Background: an optimization exercise with open tools, aiming at small area and a short achievable clock period. Do not read the settings as production practice. Only the layout flow was run in this run; the RTL was not checked for function there.

--- flow/config.mk ---
export PLATFORM = sky130hd
export DESIGN_NAME = matrix_multiplier
export DESIGN_NICKNAME = matrix_multiplier
export VERILOG_FILES = /design/flow/design.v
export SDC_FILE = /design/flow/constraint.sdc
export NUM_CORES = 4
export LEC_CHECK = 0
export CAP_MARGIN = 20
export CORE_MARGIN = 2
export CORE_UTILIZATION = 40
export SETUP_SLACK_MARGIN = 5
export SLEW_MARGIN = 20
--- flow/constraint.sdc ---
create_clock -name core_clock -period 8.0 [get_ports {clk}]
set_input_delay 1.6000 -clock core_clock [delete_from_list [all_inputs] [get_ports {clk}]]
set_output_delay 1.6000 -clock core_clock [all_outputs]
set_load 0.01 [all_outputs]
--- flow/design.v ---
module matrix_multiplier (
    input clk,
    input reset,
    input start,
    input [7:0] in,
    output reg [15:0] o,
    output reg done
);
    reg        busy;
    reg [4:0]  cnt;           
    reg [7:0] ra [0:8];       
    reg [7:0] r0 [0:2];       
    reg [7:0] r1 [0:2];
    reg [7:0] r2 [0:2];
    wire load_a  = busy && cnt >= 5'd1  && cnt <= 5'd9;
    wire load_b0 = busy && cnt >= 5'd10 && cnt <= 5'd12;
    wire load_b1 = busy && cnt >= 5'd13 && cnt <= 5'd15;
    wire load_b2 = busy && cnt >= 5'd16 && cnt <= 5'd18;
    wire valid   = busy && cnt >= 5'd21 && cnt <= 5'd29;
    integer p;
    always @(posedge clk) begin
        ra[0] <= load_a ? in : ra[8];
        for (p = 1; p < 9; p = p + 1) ra[p] <= ra[p-1];
        r0[0] <= load_b0 ? in : r0[2];
        r1[0] <= load_b1 ? in : r1[2];
        r2[0] <= load_b2 ? in : r2[2];
        for (p = 1; p < 3; p = p + 1) begin
            r0[p] <= r0[p-1];
            r1[p] <= r1[p-1];
            r2[p] <= r2[p-1];
        end
    end
    reg [7:0] ha0;
    always @(posedge clk)
        if (busy && (cnt == 5'd17 || cnt == 5'd20 || cnt == 5'd23)) ha0 <= ra[6][7:0];
    wire [7:0] b0 = r0[1];
    wire s0_1 = (ha0[0] & b0[6]) ^ (ha0[1] & b0[5]);
    wire s0_2 = (ha0[0] & b0[6]) & (ha0[1] & b0[5]);
    wire s0_3 = (ha0[0] & b0[7]) ^ (ha0[1] & b0[6]) ^ (ha0[2] & b0[5]);
    wire s0_4 = ((ha0[0] & b0[7]) & (ha0[1] & b0[6])) | ((ha0[0] & b0[7]) & (ha0[2] & b0[5])) | ((ha0[1] & b0[6]) & (ha0[2] & b0[5]));
    wire s0_5 = (ha0[3] & b0[4]) ^ (ha0[4] & b0[3]);
    wire s0_6 = (ha0[3] & b0[4]) & (ha0[4] & b0[3]);
    wire s0_7 = (ha0[1] & b0[7]) ^ (ha0[2] & b0[6]) ^ (ha0[3] & b0[5]);
    wire s0_8 = ((ha0[1] & b0[7]) & (ha0[2] & b0[6])) | ((ha0[1] & b0[7]) & (ha0[3] & b0[5])) | ((ha0[2] & b0[6]) & (ha0[3] & b0[5]));
    wire s0_9 = (ha0[4] & b0[4]) ^ (ha0[5] & b0[3]);
    wire s0_10 = (ha0[4] & b0[4]) & (ha0[5] & b0[3]);
    wire s0_11 = (ha0[2] & b0[7]) ^ (ha0[3] & b0[6]) ^ (ha0[4] & b0[5]);
    wire s0_12 = ((ha0[2] & b0[7]) & (ha0[3] & b0[6])) | ((ha0[2] & b0[7]) & (ha0[4] & b0[5])) | ((ha0[3] & b0[6]) & (ha0[4] & b0[5]));
    wire s0_13 = (ha0[0] & b0[4]) ^ (ha0[1] & b0[3]);
    wire s0_14 = (ha0[0] & b0[4]) & (ha0[1] & b0[3]);
    wire s0_15 = (ha0[0] & b0[5]) ^ (ha0[1] & b0[4]) ^ (ha0[2] & b0[3]);
    wire s0_16 = ((ha0[0] & b0[5]) & (ha0[1] & b0[4])) | ((ha0[0] & b0[5]) & (ha0[2] & b0[3])) | ((ha0[1] & b0[4]) & (ha0[2] & b0[3]));
    wire s0_17 = (ha0[3] & b0[2]) ^ (ha0[4] & b0[1]);
    wire s0_18 = (ha0[3] & b0[2]) & (ha0[4] & b0[1]);
    wire s0_19 = s0_1 ^ (ha0[2] & b0[4]) ^ (ha0[3] & b0[3]);
    wire s0_20 = (s0_1 & (ha0[2] & b0[4])) | (s0_1 & (ha0[3] & b0[3])) | ((ha0[2] & b0[4]) & (ha0[3] & b0[3]));
    wire s0_21 = (ha0[4] & b0[2]) ^ (ha0[5] & b0[1]) ^ (ha0[6] & b0[0]);
    wire s0_22 = ((ha0[4] & b0[2]) & (ha0[5] & b0[1])) | ((ha0[4] & b0[2]) & (ha0[6] & b0[0])) | ((ha0[5] & b0[1]) & (ha0[6] & b0[0]));
    wire s0_23 = s0_2 ^ s0_3 ^ s0_5;
    wire s0_24 = (s0_2 & s0_3) | (s0_2 & s0_5) | (s0_3 & s0_5);
    wire s0_25 = (ha0[5] & b0[2]) ^ (ha0[6] & b0[1]) ^ (ha0[7] & b0[0]);
    wire s0_26 = ((ha0[5] & b0[2]) & (ha0[6] & b0[1])) | ((ha0[5] & b0[2]) & (ha0[7] & b0[0])) | ((ha0[6] & b0[1]) & (ha0[7] & b0[0]));
    wire s0_27 = s0_4 ^ s0_6 ^ s0_7;
    wire s0_28 = (s0_4 & s0_6) | (s0_4 & s0_7) | (s0_6 & s0_7);
    wire s0_29 = s0_9 ^ (ha0[6] & b0[2]) ^ (ha0[7] & b0[1]);
    wire s0_30 = (s0_9 & (ha0[6] & b0[2])) | (s0_9 & (ha0[7] & b0[1])) | ((ha0[6] & b0[2]) & (ha0[7] & b0[1]));
    wire s0_31 = s0_8 ^ s0_10 ^ s0_11;
    wire s0_32 = (s0_8 & s0_10) | (s0_8 & s0_11) | (s0_10 & s0_11);
    wire s0_33 = (ha0[5] & b0[4]) ^ (ha0[6] & b0[3]) ^ (ha0[7] & b0[2]);
    wire s0_34 = ((ha0[5] & b0[4]) & (ha0[6] & b0[3])) | ((ha0[5] & b0[4]) & (ha0[7] & b0[2])) | ((ha0[6] & b0[3]) & (ha0[7] & b0[2]));
    wire s0_35 = s0_12 ^ (ha0[3] & b0[7]) ^ (ha0[4] & b0[6]);
    wire s0_36 = (s0_12 & (ha0[3] & b0[7])) | (s0_12 & (ha0[4] & b0[6])) | ((ha0[3] & b0[7]) & (ha0[4] & b0[6]));
    wire s0_37 = (ha0[5] & b0[5]) ^ (ha0[6] & b0[4]) ^ (ha0[7] & b0[3]);
    wire s0_38 = ((ha0[5] & b0[5]) & (ha0[6] & b0[4])) | ((ha0[5] & b0[5]) & (ha0[7] & b0[3])) | ((ha0[6] & b0[4]) & (ha0[7] & b0[3]));
    wire s0_39 = (ha0[4] & b0[7]) ^ (ha0[5] & b0[6]) ^ (ha0[6] & b0[5]);
    wire s0_40 = ((ha0[4] & b0[7]) & (ha0[5] & b0[6])) | ((ha0[4] & b0[7]) & (ha0[6] & b0[5])) | ((ha0[5] & b0[6]) & (ha0[6] & b0[5]));
    wire s0_41 = (ha0[0] & b0[3]) ^ (ha0[1] & b0[2]);
    wire s0_42 = (ha0[0] & b0[3]) & (ha0[1] & b0[2]);
    wire s0_43 = s0_13 ^ (ha0[2] & b0[2]) ^ (ha0[3] & b0[1]);
    wire s0_44 = (s0_13 & (ha0[2] & b0[2])) | (s0_13 & (ha0[3] & b0[1])) | ((ha0[2] & b0[2]) & (ha0[3] & b0[1]));
    wire s0_45 = s0_14 ^ s0_15 ^ s0_17;
    wire s0_46 = (s0_14 & s0_15) | (s0_14 & s0_17) | (s0_15 & s0_17);
    wire s0_47 = s0_16 ^ s0_18 ^ s0_19;
    wire s0_48 = (s0_16 & s0_18) | (s0_16 & s0_19) | (s0_18 & s0_19);
    wire s0_49 = s0_20 ^ s0_22 ^ s0_23;
    wire s0_50 = (s0_20 & s0_22) | (s0_20 & s0_23) | (s0_22 & s0_23);
    wire s0_51 = s0_24 ^ s0_26 ^ s0_27;
    wire s0_52 = (s0_24 & s0_26) | (s0_24 & s0_27) | (s0_26 & s0_27);
    wire s0_53 = s0_28 ^ s0_30 ^ s0_31;
    wire s0_54 = (s0_28 & s0_30) | (s0_28 & s0_31) | (s0_30 & s0_31);
    wire s0_55 = s0_32 ^ s0_34 ^ s0_35;
    wire s0_56 = (s0_32 & s0_34) | (s0_32 & s0_35) | (s0_34 & s0_35);
    wire s0_57 = s0_36 ^ s0_38 ^ s0_39;
    wire s0_58 = (s0_36 & s0_38) | (s0_36 & s0_39) | (s0_38 & s0_39);
    wire s0_59 = s0_40 ^ (ha0[5] & b0[7]) ^ (ha0[6] & b0[6]);
    wire s0_60 = (s0_40 & (ha0[5] & b0[7])) | (s0_40 & (ha0[6] & b0[6])) | ((ha0[5] & b0[7]) & (ha0[6] & b0[6]));
    wire s0_61 = (ha0[0] & b0[2]) ^ (ha0[1] & b0[1]);
    wire s0_62 = (ha0[0] & b0[2]) & (ha0[1] & b0[1]);
    wire s0_63 = s0_41 ^ (ha0[2] & b0[1]) ^ (ha0[3] & b0[0]);
    wire s0_64 = (s0_41 & (ha0[2] & b0[1])) | (s0_41 & (ha0[3] & b0[0])) | ((ha0[2] & b0[1]) & (ha0[3] & b0[0]));
    wire s0_65 = s0_42 ^ s0_43 ^ (ha0[4] & b0[0]);
    wire s0_66 = (s0_42 & s0_43) | (s0_42 & (ha0[4] & b0[0])) | (s0_43 & (ha0[4] & b0[0]));
    wire s0_67 = s0_44 ^ s0_45 ^ (ha0[5] & b0[0]);
    wire s0_68 = (s0_44 & s0_45) | (s0_44 & (ha0[5] & b0[0])) | (s0_45 & (ha0[5] & b0[0]));
    wire s0_69 = s0_46 ^ s0_47 ^ s0_21;
    wire s0_70 = (s0_46 & s0_47) | (s0_46 & s0_21) | (s0_47 & s0_21);
    wire s0_71 = s0_48 ^ s0_49 ^ s0_25;
    wire s0_72 = (s0_48 & s0_49) | (s0_48 & s0_25) | (s0_49 & s0_25);
    wire s0_73 = s0_50 ^ s0_51 ^ s0_29;
    wire s0_74 = (s0_50 & s0_51) | (s0_50 & s0_29) | (s0_51 & s0_29);
    wire s0_75 = s0_52 ^ s0_53 ^ s0_33;
    wire s0_76 = (s0_52 & s0_53) | (s0_52 & s0_33) | (s0_53 & s0_33);
    wire s0_77 = s0_54 ^ s0_55 ^ s0_37;
    wire s0_78 = (s0_54 & s0_55) | (s0_54 & s0_37) | (s0_55 & s0_37);
    wire s0_79 = s0_56 ^ s0_57 ^ (ha0[7] & b0[4]);
    wire s0_80 = (s0_56 & s0_57) | (s0_56 & (ha0[7] & b0[4])) | (s0_57 & (ha0[7] & b0[4]));
    wire s0_81 = s0_58 ^ s0_59 ^ (ha0[7] & b0[5]);
    wire s0_82 = (s0_58 & s0_59) | (s0_58 & (ha0[7] & b0[5])) | (s0_59 & (ha0[7] & b0[5]));
    wire s0_83 = s0_60 ^ (ha0[6] & b0[7]) ^ (ha0[7] & b0[6]);
    wire s0_84 = (s0_60 & (ha0[6] & b0[7])) | (s0_60 & (ha0[7] & b0[6])) | ((ha0[6] & b0[7]) & (ha0[7] & b0[6]));
    reg q0_s0, q0_s1, q0_c1, q0_s2, q0_c2, q0_s3, q0_c3, q0_s4, q0_c4, q0_s5, q0_c5, q0_s6, q0_c6, q0_s7, q0_c7, q0_s8, q0_c8, q0_s9, q0_c9, q0_s10, q0_c10, q0_s11, q0_c11, q0_s12, q0_c12, q0_s13, q0_c13, q0_s14, q0_c14;
    always @(posedge clk) begin
        q0_s0 <= (ha0[0] & b0[0]);
        q0_s1 <= (ha0[0] & b0[1]);
        q0_c1 <= (ha0[1] & b0[0]);
        q0_s2 <= s0_61;
        q0_c2 <= (ha0[2] & b0[0]);
        q0_s3 <= s0_62;
        q0_c3 <= s0_63;
        q0_s4 <= s0_64;
        q0_c4 <= s0_65;
        q0_s5 <= s0_66;
        q0_c5 <= s0_67;
        q0_s6 <= s0_68;
        q0_c6 <= s0_69;
        q0_s7 <= s0_70;
        q0_c7 <= s0_71;
        q0_s8 <= s0_72;
        q0_c8 <= s0_73;
        q0_s9 <= s0_74;
        q0_c9 <= s0_75;
        q0_s10 <= s0_76;
        q0_c10 <= s0_77;
        q0_s11 <= s0_78;
        q0_c11 <= s0_79;
        q0_s12 <= s0_80;
        q0_c12 <= s0_81;
        q0_s13 <= s0_82;
        q0_c13 <= s0_83;
        q0_s14 <= s0_84;
        q0_c14 <= (ha0[7] & b0[7]);
    end
    reg [7:0] ha1;
    always @(posedge clk)
        if (busy && (cnt == 5'd18 || cnt == 5'd21 || cnt == 5'd24)) ha1 <= ra[6][7:0];
    wire [7:0] b1 = r1[2];
    wire s1_1 = (ha1[0] & b1[7]) ^ (ha1[1] & b1[6]);
    wire s1_2 = (ha1[0] & b1[7]) & (ha1[1] & b1[6]);
    wire s1_3 = (ha1[1] & b1[7]) ^ (ha1[2] & b1[6]);
    wire s1_4 = (ha1[1] & b1[7]) & (ha1[2] & b1[6]);
    wire s1_5 = (ha1[0] & b1[4]) ^ (ha1[1] & b1[3]);
    wire s1_6 = (ha1[0] & b1[4]) & (ha1[1] & b1[3]);
    wire s1_7 = (ha1[0] & b1[5]) ^ (ha1[1] & b1[4]) ^ (ha1[2] & b1[3]);
    wire s1_8 = ((ha1[0] & b1[5]) & (ha1[1] & b1[4])) | ((ha1[0] & b1[5]) & (ha1[2] & b1[3])) | ((ha1[1] & b1[4]) & (ha1[2] & b1[3]));
    wire s1_9 = (ha1[3] & b1[2]) ^ (ha1[4] & b1[1]);
    wire s1_10 = (ha1[3] & b1[2]) & (ha1[4] & b1[1]);
    wire s1_11 = (ha1[0] & b1[6]) ^ (ha1[1] & b1[5]) ^ (ha1[2] & b1[4]);
    wire s1_12 = ((ha1[0] & b1[6]) & (ha1[1] & b1[5])) | ((ha1[0] & b1[6]) & (ha1[2] & b1[4])) | ((ha1[1] & b1[5]) & (ha1[2] & b1[4]));
    wire s1_13 = (ha1[3] & b1[3]) ^ (ha1[4] & b1[2]) ^ (ha1[5] & b1[1]);
    wire s1_14 = ((ha1[3] & b1[3]) & (ha1[4] & b1[2])) | ((ha1[3] & b1[3]) & (ha1[5] & b1[1])) | ((ha1[4] & b1[2]) & (ha1[5] & b1[1]));
    wire s1_15 = (ha1[6] & b1[0]) ^ q0_s6;
    wire s1_16 = (ha1[6] & b1[0]) & q0_s6;
    wire s1_17 = s1_1 ^ (ha1[2] & b1[5]) ^ (ha1[3] & b1[4]);
    wire s1_18 = (s1_1 & (ha1[2] & b1[5])) | (s1_1 & (ha1[3] & b1[4])) | ((ha1[2] & b1[5]) & (ha1[3] & b1[4]));
    wire s1_19 = (ha1[4] & b1[3]) ^ (ha1[5] & b1[2]) ^ (ha1[6] & b1[1]);
    wire s1_20 = ((ha1[4] & b1[3]) & (ha1[5] & b1[2])) | ((ha1[4] & b1[3]) & (ha1[6] & b1[1])) | ((ha1[5] & b1[2]) & (ha1[6] & b1[1]));
    wire s1_21 = (ha1[7] & b1[0]) ^ q0_s7 ^ q0_c7;
    wire s1_22 = ((ha1[7] & b1[0]) & q0_s7) | ((ha1[7] & b1[0]) & q0_c7) | (q0_s7 & q0_c7);
    wire s1_23 = s1_2 ^ s1_3 ^ (ha1[3] & b1[5]);
    wire s1_24 = (s1_2 & s1_3) | (s1_2 & (ha1[3] & b1[5])) | (s1_3 & (ha1[3] & b1[5]));
    wire s1_25 = (ha1[4] & b1[4]) ^ (ha1[5] & b1[3]) ^ (ha1[6] & b1[2]);
    wire s1_26 = ((ha1[4] & b1[4]) & (ha1[5] & b1[3])) | ((ha1[4] & b1[4]) & (ha1[6] & b1[2])) | ((ha1[5] & b1[3]) & (ha1[6] & b1[2]));
    wire s1_27 = (ha1[7] & b1[1]) ^ q0_s8 ^ q0_c8;
    wire s1_28 = ((ha1[7] & b1[1]) & q0_s8) | ((ha1[7] & b1[1]) & q0_c8) | (q0_s8 & q0_c8);
    wire s1_29 = s1_4 ^ (ha1[2] & b1[7]) ^ (ha1[3] & b1[6]);
    wire s1_30 = (s1_4 & (ha1[2] & b1[7])) | (s1_4 & (ha1[3] & b1[6])) | ((ha1[2] & b1[7]) & (ha1[3] & b1[6]));
    wire s1_31 = (ha1[4] & b1[5]) ^ (ha1[5] & b1[4]) ^ (ha1[6] & b1[3]);
    wire s1_32 = ((ha1[4] & b1[5]) & (ha1[5] & b1[4])) | ((ha1[4] & b1[5]) & (ha1[6] & b1[3])) | ((ha1[5] & b1[4]) & (ha1[6] & b1[3]));
    wire s1_33 = (ha1[7] & b1[2]) ^ q0_s9 ^ q0_c9;
    wire s1_34 = ((ha1[7] & b1[2]) & q0_s9) | ((ha1[7] & b1[2]) & q0_c9) | (q0_s9 & q0_c9);
    wire s1_35 = (ha1[3] & b1[7]) ^ (ha1[4] & b1[6]) ^ (ha1[5] & b1[5]);
    wire s1_36 = ((ha1[3] & b1[7]) & (ha1[4] & b1[6])) | ((ha1[3] & b1[7]) & (ha1[5] & b1[5])) | ((ha1[4] & b1[6]) & (ha1[5] & b1[5]));
    wire s1_37 = (ha1[6] & b1[4]) ^ (ha1[7] & b1[3]) ^ q0_s10;
    wire s1_38 = ((ha1[6] & b1[4]) & (ha1[7] & b1[3])) | ((ha1[6] & b1[4]) & q0_s10) | ((ha1[7] & b1[3]) & q0_s10);
    wire s1_39 = (ha1[4] & b1[7]) ^ (ha1[5] & b1[6]) ^ (ha1[6] & b1[5]);
    wire s1_40 = ((ha1[4] & b1[7]) & (ha1[5] & b1[6])) | ((ha1[4] & b1[7]) & (ha1[6] & b1[5])) | ((ha1[5] & b1[6]) & (ha1[6] & b1[5]));
    wire s1_41 = (ha1[0] & b1[2]) ^ (ha1[1] & b1[1]);
    wire s1_42 = (ha1[0] & b1[2]) & (ha1[1] & b1[1]);
    wire s1_43 = (ha1[0] & b1[3]) ^ (ha1[1] & b1[2]) ^ (ha1[2] & b1[1]);
    wire s1_44 = ((ha1[0] & b1[3]) & (ha1[1] & b1[2])) | ((ha1[0] & b1[3]) & (ha1[2] & b1[1])) | ((ha1[1] & b1[2]) & (ha1[2] & b1[1]));
    wire s1_45 = (ha1[3] & b1[0]) ^ q0_s3;
    wire s1_46 = (ha1[3] & b1[0]) & q0_s3;
    wire s1_47 = s1_5 ^ (ha1[2] & b1[2]) ^ (ha1[3] & b1[1]);
    wire s1_48 = (s1_5 & (ha1[2] & b1[2])) | (s1_5 & (ha1[3] & b1[1])) | ((ha1[2] & b1[2]) & (ha1[3] & b1[1]));
    wire s1_49 = (ha1[4] & b1[0]) ^ q0_s4 ^ q0_c4;
    wire s1_50 = ((ha1[4] & b1[0]) & q0_s4) | ((ha1[4] & b1[0]) & q0_c4) | (q0_s4 & q0_c4);
    wire s1_51 = s1_6 ^ s1_7 ^ s1_9;
    wire s1_52 = (s1_6 & s1_7) | (s1_6 & s1_9) | (s1_7 & s1_9);
    wire s1_53 = (ha1[5] & b1[0]) ^ q0_s5 ^ q0_c5;
    wire s1_54 = ((ha1[5] & b1[0]) & q0_s5) | ((ha1[5] & b1[0]) & q0_c5) | (q0_s5 & q0_c5);
    wire s1_55 = s1_8 ^ s1_10 ^ s1_11;
    wire s1_56 = (s1_8 & s1_10) | (s1_8 & s1_11) | (s1_10 & s1_11);
    wire s1_57 = s1_13 ^ s1_15 ^ q0_c6;
    wire s1_58 = (s1_13 & s1_15) | (s1_13 & q0_c6) | (s1_15 & q0_c6);
    wire s1_59 = s1_12 ^ s1_14 ^ s1_16;
    wire s1_60 = (s1_12 & s1_14) | (s1_12 & s1_16) | (s1_14 & s1_16);
    wire s1_61 = s1_17 ^ s1_19 ^ s1_21;
    wire s1_62 = (s1_17 & s1_19) | (s1_17 & s1_21) | (s1_19 & s1_21);
    wire s1_63 = s1_18 ^ s1_20 ^ s1_22;
    wire s1_64 = (s1_18 & s1_20) | (s1_18 & s1_22) | (s1_20 & s1_22);
    wire s1_65 = s1_23 ^ s1_25 ^ s1_27;
    wire s1_66 = (s1_23 & s1_25) | (s1_23 & s1_27) | (s1_25 & s1_27);
    wire s1_67 = s1_24 ^ s1_26 ^ s1_28;
    wire s1_68 = (s1_24 & s1_26) | (s1_24 & s1_28) | (s1_26 & s1_28);
    wire s1_69 = s1_29 ^ s1_31 ^ s1_33;
    wire s1_70 = (s1_29 & s1_31) | (s1_29 & s1_33) | (s1_31 & s1_33);
    wire s1_71 = s1_30 ^ s1_32 ^ s1_34;
    wire s1_72 = (s1_30 & s1_32) | (s1_30 & s1_34) | (s1_32 & s1_34);
    wire s1_73 = s1_35 ^ s1_37 ^ q0_c10;
    wire s1_74 = (s1_35 & s1_37) | (s1_35 & q0_c10) | (s1_37 & q0_c10);
    wire s1_75 = s1_36 ^ s1_38 ^ s1_39;
    wire s1_76 = (s1_36 & s1_38) | (s1_36 & s1_39) | (s1_38 & s1_39);
    wire s1_77 = (ha1[7] & b1[4]) ^ q0_s11 ^ q0_c11;
    wire s1_78 = ((ha1[7] & b1[4]) & q0_s11) | ((ha1[7] & b1[4]) & q0_c11) | (q0_s11 & q0_c11);
    wire s1_79 = s1_40 ^ (ha1[5] & b1[7]) ^ (ha1[6] & b1[6]);
    wire s1_80 = (s1_40 & (ha1[5] & b1[7])) | (s1_40 & (ha1[6] & b1[6])) | ((ha1[5] & b1[7]) & (ha1[6] & b1[6]));
    wire s1_81 = (ha1[7] & b1[5]) ^ q0_s12 ^ q0_c12;
    wire s1_82 = ((ha1[7] & b1[5]) & q0_s12) | ((ha1[7] & b1[5]) & q0_c12) | (q0_s12 & q0_c12);
    wire s1_83 = (ha1[6] & b1[7]) ^ (ha1[7] & b1[6]) ^ q0_s13;
    wire s1_84 = ((ha1[6] & b1[7]) & (ha1[7] & b1[6])) | ((ha1[6] & b1[7]) & q0_s13) | ((ha1[7] & b1[6]) & q0_s13);
    wire s1_85 = (ha1[0] & b1[1]) ^ (ha1[1] & b1[0]);
    wire s1_86 = (ha1[0] & b1[1]) & (ha1[1] & b1[0]);
    wire s1_87 = s1_41 ^ (ha1[2] & b1[0]) ^ q0_s2;
    wire s1_88 = (s1_41 & (ha1[2] & b1[0])) | (s1_41 & q0_s2) | ((ha1[2] & b1[0]) & q0_s2);
    wire s1_89 = s1_42 ^ s1_43 ^ s1_45;
    wire s1_90 = (s1_42 & s1_43) | (s1_42 & s1_45) | (s1_43 & s1_45);
    wire s1_91 = s1_44 ^ s1_46 ^ s1_47;
    wire s1_92 = (s1_44 & s1_46) | (s1_44 & s1_47) | (s1_46 & s1_47);
    wire s1_93 = s1_48 ^ s1_50 ^ s1_51;
    wire s1_94 = (s1_48 & s1_50) | (s1_48 & s1_51) | (s1_50 & s1_51);
    wire s1_95 = s1_52 ^ s1_54 ^ s1_55;
    wire s1_96 = (s1_52 & s1_54) | (s1_52 & s1_55) | (s1_54 & s1_55);
    wire s1_97 = s1_56 ^ s1_58 ^ s1_59;
    wire s1_98 = (s1_56 & s1_58) | (s1_56 & s1_59) | (s1_58 & s1_59);
    wire s1_99 = s1_60 ^ s1_62 ^ s1_63;
    wire s1_100 = (s1_60 & s1_62) | (s1_60 & s1_63) | (s1_62 & s1_63);
    wire s1_101 = s1_64 ^ s1_66 ^ s1_67;
    wire s1_102 = (s1_64 & s1_66) | (s1_64 & s1_67) | (s1_66 & s1_67);
    wire s1_103 = s1_68 ^ s1_70 ^ s1_71;
    wire s1_104 = (s1_68 & s1_70) | (s1_68 & s1_71) | (s1_70 & s1_71);
    wire s1_105 = s1_72 ^ s1_74 ^ s1_75;
    wire s1_106 = (s1_72 & s1_74) | (s1_72 & s1_75) | (s1_74 & s1_75);
    wire s1_107 = s1_76 ^ s1_78 ^ s1_79;
    wire s1_108 = (s1_76 & s1_78) | (s1_76 & s1_79) | (s1_78 & s1_79);
    wire s1_109 = s1_80 ^ s1_82 ^ s1_83;
    wire s1_110 = (s1_80 & s1_82) | (s1_80 & s1_83) | (s1_82 & s1_83);
    wire s1_111 = s1_84 ^ (ha1[7] & b1[7]) ^ q0_s14;
    wire s1_112 = (s1_84 & (ha1[7] & b1[7])) | (s1_84 & q0_s14) | ((ha1[7] & b1[7]) & q0_s14);
    wire s1_113 = s1_85 ^ q0_s1;
    wire s1_114 = s1_85 & q0_s1;
    wire s1_115 = s1_86 ^ s1_87 ^ q0_c2;
    wire s1_116 = (s1_86 & s1_87) | (s1_86 & q0_c2) | (s1_87 & q0_c2);
    wire s1_117 = s1_88 ^ s1_89 ^ q0_c3;
    wire s1_118 = (s1_88 & s1_89) | (s1_88 & q0_c3) | (s1_89 & q0_c3);
    wire s1_119 = s1_90 ^ s1_91 ^ s1_49;
    wire s1_120 = (s1_90 & s1_91) | (s1_90 & s1_49) | (s1_91 & s1_49);
    wire s1_121 = s1_92 ^ s1_93 ^ s1_53;
    wire s1_122 = (s1_92 & s1_93) | (s1_92 & s1_53) | (s1_93 & s1_53);
    wire s1_123 = s1_94 ^ s1_95 ^ s1_57;
    wire s1_124 = (s1_94 & s1_95) | (s1_94 & s1_57) | (s1_95 & s1_57);
    wire s1_125 = s1_96 ^ s1_97 ^ s1_61;
    wire s1_126 = (s1_96 & s1_97) | (s1_96 & s1_61) | (s1_97 & s1_61);
    wire s1_127 = s1_98 ^ s1_99 ^ s1_65;
    wire s1_128 = (s1_98 & s1_99) | (s1_98 & s1_65) | (s1_99 & s1_65);
    wire s1_129 = s1_100 ^ s1_101 ^ s1_69;
    wire s1_130 = (s1_100 & s1_101) | (s1_100 & s1_69) | (s1_101 & s1_69);
    wire s1_131 = s1_102 ^ s1_103 ^ s1_73;
    wire s1_132 = (s1_102 & s1_103) | (s1_102 & s1_73) | (s1_103 & s1_73);
    wire s1_133 = s1_104 ^ s1_105 ^ s1_77;
    wire s1_134 = (s1_104 & s1_105) | (s1_104 & s1_77) | (s1_105 & s1_77);
    wire s1_135 = s1_106 ^ s1_107 ^ s1_81;
    wire s1_136 = (s1_106 & s1_107) | (s1_106 & s1_81) | (s1_107 & s1_81);
    wire s1_137 = s1_108 ^ s1_109 ^ q0_c13;
    wire s1_138 = (s1_108 & s1_109) | (s1_108 & q0_c13) | (s1_109 & q0_c13);
    wire s1_139 = s1_110 ^ s1_111 ^ q0_c14;
    wire s1_140 = (s1_110 & s1_111) | (s1_110 & q0_c14) | (s1_111 & q0_c14);
    reg q1_s0, q1_c0, q1_s1, q1_c1, q1_s2, q1_c2, q1_s3, q1_c3, q1_s4, q1_c4, q1_s5, q1_c5, q1_s6, q1_c6, q1_s7, q1_c7, q1_s8, q1_c8, q1_s9, q1_c9, q1_s10, q1_c10, q1_s11, q1_c11, q1_s12, q1_c12, q1_s13, q1_c13, q1_s14, q1_c14, q1_s15, q1_c15;
    always @(posedge clk) begin
        q1_s0 <= (ha1[0] & b1[0]);
        q1_c0 <= q0_s0;
        q1_s1 <= s1_113;
        q1_c1 <= q0_c1;
        q1_s2 <= s1_114;
        q1_c2 <= s1_115;
        q1_s3 <= s1_116;
        q1_c3 <= s1_117;
        q1_s4 <= s1_118;
        q1_c4 <= s1_119;
        q1_s5 <= s1_120;
        q1_c5 <= s1_121;
        q1_s6 <= s1_122;
        q1_c6 <= s1_123;
        q1_s7 <= s1_124;
        q1_c7 <= s1_125;
        q1_s8 <= s1_126;
        q1_c8 <= s1_127;
        q1_s9 <= s1_128;
        q1_c9 <= s1_129;
        q1_s10 <= s1_130;
        q1_c10 <= s1_131;
        q1_s11 <= s1_132;
        q1_c11 <= s1_133;
        q1_s12 <= s1_134;
        q1_c12 <= s1_135;
        q1_s13 <= s1_136;
        q1_c13 <= s1_137;
        q1_s14 <= s1_138;
        q1_c14 <= s1_139;
        q1_s15 <= s1_140;
        q1_c15 <= s1_112;
    end
    reg [7:0] ha2;
    always @(posedge clk)
        if (busy && (cnt == 5'd19 || cnt == 5'd22 || cnt == 5'd25)) ha2 <= ra[6][7:0];
    wire [7:0] b2 = r2[0];
    wire s2_1 = (ha2[0] & b2[7]) ^ (ha2[1] & b2[6]);
    wire s2_2 = (ha2[0] & b2[7]) & (ha2[1] & b2[6]);
    wire s2_3 = (ha2[1] & b2[7]) ^ (ha2[2] & b2[6]);
    wire s2_4 = (ha2[1] & b2[7]) & (ha2[2] & b2[6]);
    wire s2_5 = (ha2[0] & b2[4]) ^ (ha2[1] & b2[3]);
    wire s2_6 = (ha2[0] & b2[4]) & (ha2[1] & b2[3]);
    wire s2_7 = (ha2[0] & b2[5]) ^ (ha2[1] & b2[4]) ^ (ha2[2] & b2[3]);
    wire s2_8 = ((ha2[0] & b2[5]) & (ha2[1] & b2[4])) | ((ha2[0] & b2[5]) & (ha2[2] & b2[3])) | ((ha2[1] & b2[4]) & (ha2[2] & b2[3]));
    wire s2_9 = (ha2[3] & b2[2]) ^ (ha2[4] & b2[1]);
    wire s2_10 = (ha2[3] & b2[2]) & (ha2[4] & b2[1]);
    wire s2_11 = (ha2[0] & b2[6]) ^ (ha2[1] & b2[5]) ^ (ha2[2] & b2[4]);
    wire s2_12 = ((ha2[0] & b2[6]) & (ha2[1] & b2[5])) | ((ha2[0] & b2[6]) & (ha2[2] & b2[4])) | ((ha2[1] & b2[5]) & (ha2[2] & b2[4]));
    wire s2_13 = (ha2[3] & b2[3]) ^ (ha2[4] & b2[2]) ^ (ha2[5] & b2[1]);
    wire s2_14 = ((ha2[3] & b2[3]) & (ha2[4] & b2[2])) | ((ha2[3] & b2[3]) & (ha2[5] & b2[1])) | ((ha2[4] & b2[2]) & (ha2[5] & b2[1]));
    wire s2_15 = (ha2[6] & b2[0]) ^ q1_s6;
    wire s2_16 = (ha2[6] & b2[0]) & q1_s6;
    wire s2_17 = s2_1 ^ (ha2[2] & b2[5]) ^ (ha2[3] & b2[4]);
    wire s2_18 = (s2_1 & (ha2[2] & b2[5])) | (s2_1 & (ha2[3] & b2[4])) | ((ha2[2] & b2[5]) & (ha2[3] & b2[4]));
    wire s2_19 = (ha2[4] & b2[3]) ^ (ha2[5] & b2[2]) ^ (ha2[6] & b2[1]);
    wire s2_20 = ((ha2[4] & b2[3]) & (ha2[5] & b2[2])) | ((ha2[4] & b2[3]) & (ha2[6] & b2[1])) | ((ha2[5] & b2[2]) & (ha2[6] & b2[1]));
    wire s2_21 = (ha2[7] & b2[0]) ^ q1_s7 ^ q1_c7;
    wire s2_22 = ((ha2[7] & b2[0]) & q1_s7) | ((ha2[7] & b2[0]) & q1_c7) | (q1_s7 & q1_c7);
    wire s2_23 = s2_2 ^ s2_3 ^ (ha2[3] & b2[5]);
    wire s2_24 = (s2_2 & s2_3) | (s2_2 & (ha2[3] & b2[5])) | (s2_3 & (ha2[3] & b2[5]));
    wire s2_25 = (ha2[4] & b2[4]) ^ (ha2[5] & b2[3]) ^ (ha2[6] & b2[2]);
    wire s2_26 = ((ha2[4] & b2[4]) & (ha2[5] & b2[3])) | ((ha2[4] & b2[4]) & (ha2[6] & b2[2])) | ((ha2[5] & b2[3]) & (ha2[6] & b2[2]));
    wire s2_27 = (ha2[7] & b2[1]) ^ q1_s8 ^ q1_c8;
    wire s2_28 = ((ha2[7] & b2[1]) & q1_s8) | ((ha2[7] & b2[1]) & q1_c8) | (q1_s8 & q1_c8);
    wire s2_29 = s2_4 ^ (ha2[2] & b2[7]) ^ (ha2[3] & b2[6]);
    wire s2_30 = (s2_4 & (ha2[2] & b2[7])) | (s2_4 & (ha2[3] & b2[6])) | ((ha2[2] & b2[7]) & (ha2[3] & b2[6]));
    wire s2_31 = (ha2[4] & b2[5]) ^ (ha2[5] & b2[4]) ^ (ha2[6] & b2[3]);
    wire s2_32 = ((ha2[4] & b2[5]) & (ha2[5] & b2[4])) | ((ha2[4] & b2[5]) & (ha2[6] & b2[3])) | ((ha2[5] & b2[4]) & (ha2[6] & b2[3]));
    wire s2_33 = (ha2[7] & b2[2]) ^ q1_s9 ^ q1_c9;
    wire s2_34 = ((ha2[7] & b2[2]) & q1_s9) | ((ha2[7] & b2[2]) & q1_c9) | (q1_s9 & q1_c9);
    wire s2_35 = (ha2[3] & b2[7]) ^ (ha2[4] & b2[6]) ^ (ha2[5] & b2[5]);
    wire s2_36 = ((ha2[3] & b2[7]) & (ha2[4] & b2[6])) | ((ha2[3] & b2[7]) & (ha2[5] & b2[5])) | ((ha2[4] & b2[6]) & (ha2[5] & b2[5]));
    wire s2_37 = (ha2[6] & b2[4]) ^ (ha2[7] & b2[3]) ^ q1_s10;
    wire s2_38 = ((ha2[6] & b2[4]) & (ha2[7] & b2[3])) | ((ha2[6] & b2[4]) & q1_s10) | ((ha2[7] & b2[3]) & q1_s10);
    wire s2_39 = (ha2[4] & b2[7]) ^ (ha2[5] & b2[6]) ^ (ha2[6] & b2[5]);
    wire s2_40 = ((ha2[4] & b2[7]) & (ha2[5] & b2[6])) | ((ha2[4] & b2[7]) & (ha2[6] & b2[5])) | ((ha2[5] & b2[6]) & (ha2[6] & b2[5]));
    wire s2_41 = (ha2[0] & b2[2]) ^ (ha2[1] & b2[1]);
    wire s2_42 = (ha2[0] & b2[2]) & (ha2[1] & b2[1]);
    wire s2_43 = (ha2[0] & b2[3]) ^ (ha2[1] & b2[2]) ^ (ha2[2] & b2[1]);
    wire s2_44 = ((ha2[0] & b2[3]) & (ha2[1] & b2[2])) | ((ha2[0] & b2[3]) & (ha2[2] & b2[1])) | ((ha2[1] & b2[2]) & (ha2[2] & b2[1]));
    wire s2_45 = (ha2[3] & b2[0]) ^ q1_s3;
    wire s2_46 = (ha2[3] & b2[0]) & q1_s3;
    wire s2_47 = s2_5 ^ (ha2[2] & b2[2]) ^ (ha2[3] & b2[1]);
    wire s2_48 = (s2_5 & (ha2[2] & b2[2])) | (s2_5 & (ha2[3] & b2[1])) | ((ha2[2] & b2[2]) & (ha2[3] & b2[1]));
    wire s2_49 = (ha2[4] & b2[0]) ^ q1_s4 ^ q1_c4;
    wire s2_50 = ((ha2[4] & b2[0]) & q1_s4) | ((ha2[4] & b2[0]) & q1_c4) | (q1_s4 & q1_c4);
    wire s2_51 = s2_6 ^ s2_7 ^ s2_9;
    wire s2_52 = (s2_6 & s2_7) | (s2_6 & s2_9) | (s2_7 & s2_9);
    wire s2_53 = (ha2[5] & b2[0]) ^ q1_s5 ^ q1_c5;
    wire s2_54 = ((ha2[5] & b2[0]) & q1_s5) | ((ha2[5] & b2[0]) & q1_c5) | (q1_s5 & q1_c5);
    wire s2_55 = s2_8 ^ s2_10 ^ s2_11;
    wire s2_56 = (s2_8 & s2_10) | (s2_8 & s2_11) | (s2_10 & s2_11);
    wire s2_57 = s2_13 ^ s2_15 ^ q1_c6;
    wire s2_58 = (s2_13 & s2_15) | (s2_13 & q1_c6) | (s2_15 & q1_c6);
    wire s2_59 = s2_12 ^ s2_14 ^ s2_16;
    wire s2_60 = (s2_12 & s2_14) | (s2_12 & s2_16) | (s2_14 & s2_16);
    wire s2_61 = s2_17 ^ s2_19 ^ s2_21;
    wire s2_62 = (s2_17 & s2_19) | (s2_17 & s2_21) | (s2_19 & s2_21);
    wire s2_63 = s2_18 ^ s2_20 ^ s2_22;
    wire s2_64 = (s2_18 & s2_20) | (s2_18 & s2_22) | (s2_20 & s2_22);
    wire s2_65 = s2_23 ^ s2_25 ^ s2_27;
    wire s2_66 = (s2_23 & s2_25) | (s2_23 & s2_27) | (s2_25 & s2_27);
    wire s2_67 = s2_24 ^ s2_26 ^ s2_28;
    wire s2_68 = (s2_24 & s2_26) | (s2_24 & s2_28) | (s2_26 & s2_28);
    wire s2_69 = s2_29 ^ s2_31 ^ s2_33;
    wire s2_70 = (s2_29 & s2_31) | (s2_29 & s2_33) | (s2_31 & s2_33);
    wire s2_71 = s2_30 ^ s2_32 ^ s2_34;
    wire s2_72 = (s2_30 & s2_32) | (s2_30 & s2_34) | (s2_32 & s2_34);
    wire s2_73 = s2_35 ^ s2_37 ^ q1_c10;
    wire s2_74 = (s2_35 & s2_37) | (s2_35 & q1_c10) | (s2_37 & q1_c10);
    wire s2_75 = s2_36 ^ s2_38 ^ s2_39;
    wire s2_76 = (s2_36 & s2_38) | (s2_36 & s2_39) | (s2_38 & s2_39);
    wire s2_77 = (ha2[7] & b2[4]) ^ q1_s11 ^ q1_c11;
    wire s2_78 = ((ha2[7] & b2[4]) & q1_s11) | ((ha2[7] & b2[4]) & q1_c11) | (q1_s11 & q1_c11);
    wire s2_79 = s2_40 ^ (ha2[5] & b2[7]) ^ (ha2[6] & b2[6]);
    wire s2_80 = (s2_40 & (ha2[5] & b2[7])) | (s2_40 & (ha2[6] & b2[6])) | ((ha2[5] & b2[7]) & (ha2[6] & b2[6]));
    wire s2_81 = (ha2[7] & b2[5]) ^ q1_s12 ^ q1_c12;
    wire s2_82 = ((ha2[7] & b2[5]) & q1_s12) | ((ha2[7] & b2[5]) & q1_c12) | (q1_s12 & q1_c12);
    wire s2_83 = (ha2[6] & b2[7]) ^ (ha2[7] & b2[6]) ^ q1_s13;
    wire s2_84 = ((ha2[6] & b2[7]) & (ha2[7] & b2[6])) | ((ha2[6] & b2[7]) & q1_s13) | ((ha2[7] & b2[6]) & q1_s13);
    wire s2_85 = (ha2[0] & b2[1]) ^ (ha2[1] & b2[0]);
    wire s2_86 = (ha2[0] & b2[1]) & (ha2[1] & b2[0]);
    wire s2_87 = s2_41 ^ (ha2[2] & b2[0]) ^ q1_s2;
    wire s2_88 = (s2_41 & (ha2[2] & b2[0])) | (s2_41 & q1_s2) | ((ha2[2] & b2[0]) & q1_s2);
    wire s2_89 = s2_42 ^ s2_43 ^ s2_45;
    wire s2_90 = (s2_42 & s2_43) | (s2_42 & s2_45) | (s2_43 & s2_45);
    wire s2_91 = s2_44 ^ s2_46 ^ s2_47;
    wire s2_92 = (s2_44 & s2_46) | (s2_44 & s2_47) | (s2_46 & s2_47);
    wire s2_93 = s2_48 ^ s2_50 ^ s2_51;
    wire s2_94 = (s2_48 & s2_50) | (s2_48 & s2_51) | (s2_50 & s2_51);
    wire s2_95 = s2_52 ^ s2_54 ^ s2_55;
    wire s2_96 = (s2_52 & s2_54) | (s2_52 & s2_55) | (s2_54 & s2_55);
    wire s2_97 = s2_56 ^ s2_58 ^ s2_59;
    wire s2_98 = (s2_56 & s2_58) | (s2_56 & s2_59) | (s2_58 & s2_59);
    wire s2_99 = s2_60 ^ s2_62 ^ s2_63;
    wire s2_100 = (s2_60 & s2_62) | (s2_60 & s2_63) | (s2_62 & s2_63);
    wire s2_101 = s2_64 ^ s2_66 ^ s2_67;
    wire s2_102 = (s2_64 & s2_66) | (s2_64 & s2_67) | (s2_66 & s2_67);
    wire s2_103 = s2_68 ^ s2_70 ^ s2_71;
    wire s2_104 = (s2_68 & s2_70) | (s2_68 & s2_71) | (s2_70 & s2_71);
    wire s2_105 = s2_72 ^ s2_74 ^ s2_75;
    wire s2_106 = (s2_72 & s2_74) | (s2_72 & s2_75) | (s2_74 & s2_75);
    wire s2_107 = s2_76 ^ s2_78 ^ s2_79;
    wire s2_108 = (s2_76 & s2_78) | (s2_76 & s2_79) | (s2_78 & s2_79);
    wire s2_109 = s2_80 ^ s2_82 ^ s2_83;
    wire s2_110 = (s2_80 & s2_82) | (s2_80 & s2_83) | (s2_82 & s2_83);
    wire s2_111 = s2_84 ^ (ha2[7] & b2[7]) ^ q1_s14;
    wire s2_112 = (s2_84 & (ha2[7] & b2[7])) | (s2_84 & q1_s14) | ((ha2[7] & b2[7]) & q1_s14);
    wire s2_113 = (ha2[0] & b2[0]) ^ q1_s0;
    wire s2_114 = (ha2[0] & b2[0]) & q1_s0;
    wire s2_115 = s2_85 ^ q1_s1 ^ q1_c1;
    wire s2_116 = (s2_85 & q1_s1) | (s2_85 & q1_c1) | (q1_s1 & q1_c1);
    wire s2_117 = s2_86 ^ s2_87 ^ q1_c2;
    wire s2_118 = (s2_86 & s2_87) | (s2_86 & q1_c2) | (s2_87 & q1_c2);
    wire s2_119 = s2_88 ^ s2_89 ^ q1_c3;
    wire s2_120 = (s2_88 & s2_89) | (s2_88 & q1_c3) | (s2_89 & q1_c3);
    wire s2_121 = s2_90 ^ s2_91 ^ s2_49;
    wire s2_122 = (s2_90 & s2_91) | (s2_90 & s2_49) | (s2_91 & s2_49);
    wire s2_123 = s2_92 ^ s2_93 ^ s2_53;
    wire s2_124 = (s2_92 & s2_93) | (s2_92 & s2_53) | (s2_93 & s2_53);
    wire s2_125 = s2_94 ^ s2_95 ^ s2_57;
    wire s2_126 = (s2_94 & s2_95) | (s2_94 & s2_57) | (s2_95 & s2_57);
    wire s2_127 = s2_96 ^ s2_97 ^ s2_61;
    wire s2_128 = (s2_96 & s2_97) | (s2_96 & s2_61) | (s2_97 & s2_61);
    wire s2_129 = s2_98 ^ s2_99 ^ s2_65;
    wire s2_130 = (s2_98 & s2_99) | (s2_98 & s2_65) | (s2_99 & s2_65);
    wire s2_131 = s2_100 ^ s2_101 ^ s2_69;
    wire s2_132 = (s2_100 & s2_101) | (s2_100 & s2_69) | (s2_101 & s2_69);
    wire s2_133 = s2_102 ^ s2_103 ^ s2_73;
    wire s2_134 = (s2_102 & s2_103) | (s2_102 & s2_73) | (s2_103 & s2_73);
    wire s2_135 = s2_104 ^ s2_105 ^ s2_77;
    wire s2_136 = (s2_104 & s2_105) | (s2_104 & s2_77) | (s2_105 & s2_77);
    wire s2_137 = s2_106 ^ s2_107 ^ s2_81;
    wire s2_138 = (s2_106 & s2_107) | (s2_106 & s2_81) | (s2_107 & s2_81);
    wire s2_139 = s2_108 ^ s2_109 ^ q1_c13;
    wire s2_140 = (s2_108 & s2_109) | (s2_108 & q1_c13) | (s2_109 & q1_c13);
    wire s2_141 = s2_110 ^ s2_111 ^ q1_c14;
    wire s2_142 = (s2_110 & s2_111) | (s2_110 & q1_c14) | (s2_111 & q1_c14);
    wire s2_143 = s2_112 ^ q1_s15 ^ q1_c15;
    wire s2_144 = (s2_112 & q1_s15) | (s2_112 & q1_c15) | (q1_s15 & q1_c15);
    reg q2_s0, q2_c0, q2_s1, q2_c1, q2_s2, q2_c2, q2_s3, q2_c3, q2_s4, q2_c4, q2_s5, q2_c5, q2_s6, q2_c6, q2_s7, q2_c7, q2_s8, q2_c8, q2_s9, q2_c9, q2_s10, q2_c10, q2_s11, q2_c11, q2_s12, q2_c12, q2_s13, q2_c13, q2_s14, q2_c14, q2_s15, q2_c15;
    always @(posedge clk) begin
        q2_s0 <= s2_113;
        q2_c0 <= q1_c0;
        q2_s1 <= s2_114;
        q2_c1 <= s2_115;
        q2_s2 <= s2_116;
        q2_c2 <= s2_117;
        q2_s3 <= s2_118;
        q2_c3 <= s2_119;
        q2_s4 <= s2_120;
        q2_c4 <= s2_121;
        q2_s5 <= s2_122;
        q2_c5 <= s2_123;
        q2_s6 <= s2_124;
        q2_c6 <= s2_125;
        q2_s7 <= s2_126;
        q2_c7 <= s2_127;
        q2_s8 <= s2_128;
        q2_c8 <= s2_129;
        q2_s9 <= s2_130;
        q2_c9 <= s2_131;
        q2_s10 <= s2_132;
        q2_c10 <= s2_133;
        q2_s11 <= s2_134;
        q2_c11 <= s2_135;
        q2_s12 <= s2_136;
        q2_c12 <= s2_137;
        q2_s13 <= s2_138;
        q2_c13 <= s2_139;
        q2_s14 <= s2_140;
        q2_c14 <= s2_141;
        q2_s15 <= s2_142;
        q2_c15 <= s2_143;
    end
    wire [15:0] sum_s = {q2_s15, q2_s14, q2_s13, q2_s12, q2_s11, q2_s10, q2_s9, q2_s8, q2_s7, q2_s6, q2_s5, q2_s4, q2_s3, q2_s2, q2_s1, q2_s0};
    wire [15:0] sum_c = {q2_c15, q2_c14, q2_c13, q2_c12, q2_c11, q2_c10, q2_c9, q2_c8, q2_c7, q2_c6, q2_c5, q2_c4, q2_c3, q2_c2, q2_c1, q2_c0};
    wire [15:0] sum = sum_s + sum_c;
    always @(posedge clk or posedge reset) begin
        if (reset) begin
            busy <= 1'b0;
            cnt  <= 5'd0;
            o    <= 16'd0;
            done <= 1'b0;
        end else begin
            o    <= valid ? sum : 16'd0;
            done <= busy && (cnt == 5'd29 || cnt == 5'd30);
            if (busy) begin
                cnt <= cnt + 5'd1;
                if (cnt == 5'd30) busy <= 1'b0;
            end else if (start) begin
                busy <= 1'b1;
                cnt  <= 5'd1;
            end
        end
    end
endmodule
--- flow/run.sh ---
#!/bin/bash
# synth_recipe.tcl (not shown) runs the flow's synth.tcl, then flattens the netlist and writes it again
# the make line also repeats each setting of config.mk as NAME=value (left out here)
make -C /OpenROAD-flow-scripts/flow DESIGN_CONFIG=/design/flow/config.mk WORK_HOME=/design/flow/orfs CLKGATE_MAP_FILE= SYNTH_SCRIPT=/design/flow/synth_recipe.tcl finish
==> summary.txt <==
registers in the layout (all words and copies together), names as in the netlist, 5 cells and up:
signal and cells:
ra 72, r0 24, r1 24, r2 24, o 16, ha0 8, ha1 8, ha2 8
cnt 5
worst max-delay path by stage:
stage | to | startpoint | cells after the start
2_1_floorplan | q1_c8 | ha1[0] | 8
3_3_place_gp | q1_c8 | ha1[0] | 8
3_5_place_dp | q2_c8 | ha2[0] | 8
4_1_cts | q1_c9 | ha1[2] | 8
5_1_grt | q1_c9 | ha1[0] | 8
6_report | q1_c9 | ha1[0] | 8
layer usage:
metal | up-vias | global-route usage [%]
met5 | - | 0
met4 | 0 | 5.56
met1 | 3623 | 20.7
met2 | 118 | 25.1
li1 | 3489 | -
met3 | 42 | 2.13
per-stage QoR:
stage	std cells	utilization (%)	hold WS (ns)
after global routing	1633	46.4	0.328
after floorplan	1115	-	0.310
after detailed placement	1567	42.7	0.312
final	1633	46.4	0.321
after global placement	1567	42.7	0.310
after CTS	1627	46.0	0.321
critical path, cell delays in order (launching register included):
cell and delay, ns:
edfxtp_1 0.49, and2_4 0.22, ha_4 0.16, fa_2 0.55, inv_1 0.05, fa_2 0.35
fa_1 0.50, inv_1 0.05, fa_1 0.43
cells in the mapped netlist, types with 7 or more instances:
cell and instances:
dfxtp_1 237, inv_1 228, fa_1 159, and2_1 114, nand2_1 99, ha_1 45, mux2_2 32, edfxtp_1 24
dfrtp_1 23, a21oi_1 21, nor2_1 18, clkbuf_1 12, o21ai_0 12, nor3_1 8, nand3_1 7
repair_timing:
| action | in CTS | in global routing |
|---|---|---|
| setup endpoints to repair | 24 | 21 |
| pin swaps | 3 | 18 |
| setup buffers | 6 | 6 |
| gates cloned | 0 | 0 |
| gates resized for setup | 22 | 20 |
cell families (layout without fill, tap and decap cells):
family | after synthesis | in the layout | synth area share, %
and+or+nand+nor | 267 | 267 | 10.5
adders and majority gates | 204 | 204 | 28.7
AOI/OAI and AO/OA | 67 | 67 | 3.65
buffers and inverters | 247 | 323 | 7.20
DFF | 284 | 284 | 46.2
xor gates and xnor gates | 9 | 9 | 0.603
muxes | 37 | 37 | 3.14
layout make-up:
| cell class | count | area (µm²) | area share, % |
|---|---|---|---|
| Multi-Input combinational cell | 584 | 6180 | 41.1 |
| Timing Repair Buffer | 40 | 362 | 2.41 |
| Tap cell | 442 | 553 | 3.68 |
| Sequential cell | 284 | 6050 | 40.3 |
| Inverter | 229 | 860 | 5.72 |
| Clock inverter | 11 | 108 | 0.716 |
| Clock buffer | 43 | 912 | 6.07 |
==> metrics.md <==
| Metric | Value |
|---|---|
| First-pass GRT wire length | 40.5 mm |
| CP Data Arrival Time | 3.37 ns |
| Area Growth Syn to Fin | 14.9% |
| Iter 0 DRT Violations | 330 |
| Antenna viol nets, final | 0 |
| Fin. Hold Viols | 0 |
| WL met2 | 11.1 mm |
| CTS buffer count | 29 |
| Clock sink count | 284 |
| Total negative slack | 0 ns |
| Crit-path max FO | 7 |
| Fmax | 339 MHz |
| Via count | 7,272 |
| Core area | 32,400 µm² |
| Synthesized Nets | 1,330 |
| MaxCap Viol Count | 0 |
| Mapped Avg Cell Area | 11.7 µm² |
| Vias in the first global route | 7,713 |
| Ranking of synthesized cells by area | dfxtp_1 (36%), fa_1 (24%), inv_1 (6.5%) |
| Pin count of the biggest net entering global routing | 24 |
| Mapped Area | 13,100 µm² |
| Synth Instances | 1,115 |
| Initial core utilization | 40.4% |
| CP startpoint kind | flip-flop |
| Max Used Layer | met4 |
| GP Congestion | 0.853 |
| Initial antenna violation count | 0 |
| Die X | 185 µm |
| Post-synthesis sequential area ratio | 46.2% |
| Async SR Flop Fraction | 8.10% |
| Hold path cells | 0 |
| I/O pins | 28 |
| Hold path startpoint | r1[1][3] |
| Total GRT Usage | 15.3% |
| Drt pass-1 iters | 5 |
| Worst setup margin | 5.05 ns |
| WP data required | 8.42 ns |
| Number of synthesized flops with an enable pin | 24 |
| Post-synth top area share | 36.3% |
| Die area | 34,100 µm² |
| Status | no timing/DRC/antenna violations |
| Clock tree from TritonCTS | built |
| Worst-Margin Slew | 0.949 ns |
| Clock Latency Late Sink | 0.55 ns |
| Hold-fix buffers, CTS | 0 |
| Layout Nets | 1,383 |
| Register clock-pin slew on the reported worst setup and hold paths | 0.06 ns |
| R2R setup slack | 5.05 ns |
| Post-synthesis register bit count | 284 |
| Yosys warns | 5 |
| Slew Limit Headroom | 36.5% |
| Layout Cell Area excl Fill | 15,000 µm² |
| Layout cell share with drive strength beyond 1 | 11.4% |
| Worst-case reg-to-reg path depth | 8 |
| Worst Setup End Kind | flip-flop |
| Count of final setup violators | 0 |
| Setup WS pre-CTS | 4.85 ns |
| Dpl hpwl | 18.4 mm |
| FILL cells | 3,009 |
| WS Path Type | flip-flop to flip-flop |
| H-tree levels | 1 |
| Wirelength per Cell | 14.8 µm |
| Overflow after GRT | 0 |
| DRC | 0 |
| Hold EP | r1[2][3] |
| Metal-1 WL | 11.2 mm |
| Final Skew | 0.0156 ns |
| Cell row count | 66 |
| WL final | 24.1 mm |
| DR vias/cell | 4.45 |
| Max-slew violation count | 0 |
| Main flop type after synthesis | dfxtp_1 |
| Type of the worst min-delay path | flip-flop to flip-flop |
| Most common cell after layout, fill and taps aside | dfxtp_1 |
| R2r endpoint | q1_c9 |
| Commonest cells after routing, fill and taps aside | dfxtp_1 (232), inv_1 (226), fa_1 (148), and2_1 (110), nand2_1 (99) |
| Worst r2r src | ha1[0] |
| Die height | 185 µm |
| RSZ-0062 raised after global routing | true |
| Met3 WL | 874 µm |
| Leading area contributor after synthesis | dfxtp_1 |
| CTS max path bufs | 3 |
| Post-synthesis cell type count | 52 |
| Tmin final | 2.95 ns |
| # port buffers | 27 |
| Tcrit/Tclk final | 36.9% |
| Placement Cell Area | 13,800 µm² |
| CTS root buf | clkbuf_16 |
| Diode count | 0 |

[port drivers added, routing unchanged]
How much do the figures lean on ideal ports? The routed layout below was timed once more, with nothing changed but the port constraints. Step 1 assumes that a clkbuf_16 drives the clock port and a buf_2 every other input. Step 2 adds t to the input delays and takes it off the output delays; t is the mean of the earliest and latest rising clock arrival at the registers after step 1. Input paths then give back, and output paths get back, about the clock's delay inside the block. a / b / c = ideal ports / drivers / drivers and shift; a / b = the first two.
t (ns): 0.587
slack for setup (ns): 5.051 / 5.051 / 5.051
worst setup path at the end: register to register
latest minus earliest clock arrival (ns): 0.019 / 0.019
pins driven straight from the clock port: 1
After both steps this run still meets setup and hold. For this run, drivers alone change the setup slack by 0.000 ns; drivers and shift together by 0.000 ns.
